This is an optimization exercise on Yosys and OpenROAD, whose aim is small area, not a production implementation.
Only simulation tests tie the RTL to the original design; equivalence was not proved.
The clock port is modelled as an ideal driver, which makes a skipped or thinned clock tree look cheaper than it is; a real chip needs a root buffer or a tree.
Power figures rest on the tool's default switching activity, not on a simulated workload.

==> trial 80: inputs <==
## dma_if
module dma_if (
  input      [1:0]    peri_sel,
  output              dma_req,
  input               dma_gnt,
  output     [31:0]   dma_addr,
  output              dma_we,
  output     [31:0]   dma_wdata,
  input      [31:0]   dma_rdata,
  input               dma_rvalid,
  input               peri0_req,
  output              peri0_gnt,
  input      [31:0]   peri0_addr,
  input               peri0_we,
  input      [31:0]   peri0_wdata,
  output     [31:0]   peri0_rdata,
  output              peri0_rvalid,
  input               peri1_req,
  output              peri1_gnt,
  input      [31:0]   peri1_addr,
  input               peri1_we,
  input      [31:0]   peri1_wdata,
  output     [31:0]   peri1_rdata,
  output              peri1_rvalid,
  input               peri2_req,
  output              peri2_gnt,
  input      [31:0]   peri2_addr,
  input               peri2_we,
  input      [31:0]   peri2_wdata,
  output     [31:0]   peri2_rdata,
  output              peri2_rvalid,
  input               peri3_req,
  output              peri3_gnt,
  input      [31:0]   peri3_addr,
  input               peri3_we,
  input      [31:0]   peri3_wdata,
  output     [31:0]   peri3_rdata,
  output              peri3_rvalid,
  input               clk,
  input               reset
);
==> flow/config.mk <==
export PLATFORM = sky130hd
export DESIGN_NAME = dma_if
export DESIGN_NICKNAME = dma_if
export VERILOG_FILES = /design/flow/design.v
export SDC_FILE = /design/flow/constraint.sdc
export NUM_CORES = 4
export LEC_CHECK = 0
export CAP_MARGIN = 20
export CORE_MARGIN = 2
export CORE_UTILIZATION = 40
export SLEW_MARGIN = 20
export SYNTH_HIERARCHICAL = 1
export SYNTH_MINIMUM_KEEP_SIZE = 0
==> flow/constraint.sdc <==
create_clock -name core_clock -period 5.0 [get_ports {clk}]
set_input_delay 1.0000 -clock core_clock [delete_from_list [all_inputs] [get_ports {clk}]]
set_output_delay 1.0000 -clock core_clock [all_outputs]
set_load 0.01 [all_outputs]
standard.sh (not shown) runs the stock make flow with config.mk's settings and CLKGATE_MAP_FILE= SYNTH_SCRIPT=/design/flow/synth_recipe.tcl, a recipe that flattens the netlist after the stock synthesis.
==> flow/flow/run.sh <==
#!/bin/bash
# Standard layout with two changes: the port buffers are the smallest buffer
# (buf_1), and the clock tree is built by flow/my_cts.tcl (a small inverter
# tree over balanced k-means groups of flip-flops) in place of ORFS's CTS.
set -euo pipefail
work=$(pwd)
export BUFFER_PORTS_ARGS="-buffer_cell sky130_fd_sc_hd__buf_1"
bash standard.sh place > standard_place.log 2>&1
RESULTS_DIR=$work/orfs/results/$FLOW_PLATFORM/dma_if/base \
PLATFORM_DIR=$FLOW_HOME/platforms/$FLOW_PLATFORM \
LIB_FILES=$FLOW_HOME/platforms/$FLOW_PLATFORM/lib/sky130_fd_sc_hd__tt_025C_1v80.lib \
CTS_LEVELS="sky130_fd_sc_hd__inv_8 16 sky130_fd_sc_hd__clkbuf_8 2 sky130_fd_sc_hd__inv_8 1" \
  openroad -no_init -exit $work/flow/my_cts.tcl > my_cts.log 2>&1
bash standard.sh finish > standard_finish.log 2>&1
Other scripts of this flow, unchanged in this note and not shown: flow/flow/my_cts.tcl
==> build 5: changes against trial 80 <==
--- a/flow/flow/run.sh
+++ b/flow/flow/run.sh
@@ -10,5 +10,5 @@
 PLATFORM_DIR=$FLOW_HOME/platforms/$FLOW_PLATFORM \
 LIB_FILES=$FLOW_HOME/platforms/$FLOW_PLATFORM/lib/sky130_fd_sc_hd__tt_025C_1v80.lib \
-CTS_LEVELS="sky130_fd_sc_hd__inv_8 16 sky130_fd_sc_hd__clkbuf_8 2 sky130_fd_sc_hd__inv_8 1" \
+CTS_LEVELS="sky130_fd_sc_hd__inv_8 16 sky130_fd_sc_hd__inv_12 1" \
   openroad -no_init -exit $work/flow/my_cts.tcl > my_cts.log 2>&1
 bash standard.sh finish > standard_finish.log 2>&1
==> trial 7: changes against trial 80 <==
--- a/flow/flow/run.sh
+++ b/flow/flow/run.sh
@@ -10,5 +10,5 @@
 PLATFORM_DIR=$FLOW_HOME/platforms/$FLOW_PLATFORM \
 LIB_FILES=$FLOW_HOME/platforms/$FLOW_PLATFORM/lib/sky130_fd_sc_hd__tt_025C_1v80.lib \
-CTS_LEVELS="sky130_fd_sc_hd__inv_8 16 sky130_fd_sc_hd__clkbuf_8 2 sky130_fd_sc_hd__inv_8 1" \
+CTS_LEVELS="sky130_fd_sc_hd__inv_8 18 sky130_fd_sc_hd__clkbuf_8 2 sky130_fd_sc_hd__inv_8 1" \
   openroad -no_init -exit $work/flow/my_cts.tcl > my_cts.log 2>&1
 bash standard.sh finish > standard_finish.log 2>&1
==> impl_metrics.csv <==
group,metric,value,unit
status,status,"timing/DRC/antenna clean",
finish,nNonClkInverters,54,
global_route,grt_pass1_vias,6552,
pwr,clk-power,1.02,mW
finish,multi_input_area_share,17.1,%
finish,final_nets,1523,
pwr,p_switching,1.14,mW
route,met2WireLength,13800,um
global_route,grt_usage,23.2,%
Source of the figures above: trial 7

==> impl_metrics.csv <==
group,metric,value,unit
timing,timing.final.crit_share,78.0,%
pwr,p_switching,1.11,mW
finish,multi_input_area_share,17.1,%
global_route,grt_pass1_vias,6511,
yosys,synth_commonest_cells,"dfxtp_1, nand2_1, nor2_1",
pwr,intPower,2.87,mW
critical_path,cp_num_buf_inv,3,
finish,final_nets,1521,
placed_design,placed_cells,1468,
pwr,sw_frac_of_total,27.9,%
critical_path,crit_path_frequent_cell,"buf_1",
critical_path,critPathMaxFanout,16,
status,status,"timing/DRC/antenna clean",
finish,nNonClkInverters,52,
pwr,clk-power,0.984,mW
finish,drive_gt1_share,1.73,%
yosys,yosysWarnings,7,
route,met2WireLength,13700,um
Source of the figures above: trial 80

==> impl_metrics.csv <==
group,metric,value,unit
critical_path,worstPathCellList,"buf_1 -> inv_1 -> and3_1 -> a222oi_1 -> nand2_1 -> buf_1",
finish,multi_input_area_share,17.1,%
global_route,grt_max_degree,35,
pwr,p_switching,1.10,mW
yosys,synth_edf_count,32,
status,status,"timing/DRC/antenna clean",
global_route,grt_usage,23.2,%
finish,multi_input_area,1840,sq um
pwr,sw_frac_of_total,27.9,%
route,met2WireLength,13800,um
finish,final_nets,1519,
finish,nNonClkInverters,52,
global_route,grt_pass1_vias,6465,
Source of the figures above: build 5

No run of this note takes its clock network from TritonCTS; it comes from the design's own scripts or RTL.

-- port drivers added, routing unchanged --
Ports are ideal in the flow. The routed layouts listed here were re-timed in OpenROAD. Step 1, drivers: a clkbuf_16 drives clk and a buf_2 each remaining input, both assumed. Step 2 moves the port delays by t, midway between the first and last clock arrival at a register: inputs arrive t later, outputs are due t later. That takes back most of the time a late clock gives input paths. Three values: ideal ports, drivers, drivers and shift; two values: the first two.
run | t (ns) | slack for setup (ns) | hold WS [ns] | worst setup path at the end | cell pins on the clock port's net
trial 80 | 0.482 | 1.098 / 1.043 / 1.043 | 0.369 / 0.365 / 0.681 | input to output | 1
build 5 | 0.339 | 1.116 / 1.061 / 1.061 | 0.525 / 0.506 / 0.681 | input to output | 1
trial 7 | 0.496 | 1.128 / 1.071 / 1.071 | 0.360 / 0.353 / 0.668 | input to output | 1
After both steps setup and hold are still met in every run listed. The setup slack of trial 7, which loses most, moves by -0.057 ns with the drivers and by -0.057 ns with both steps.
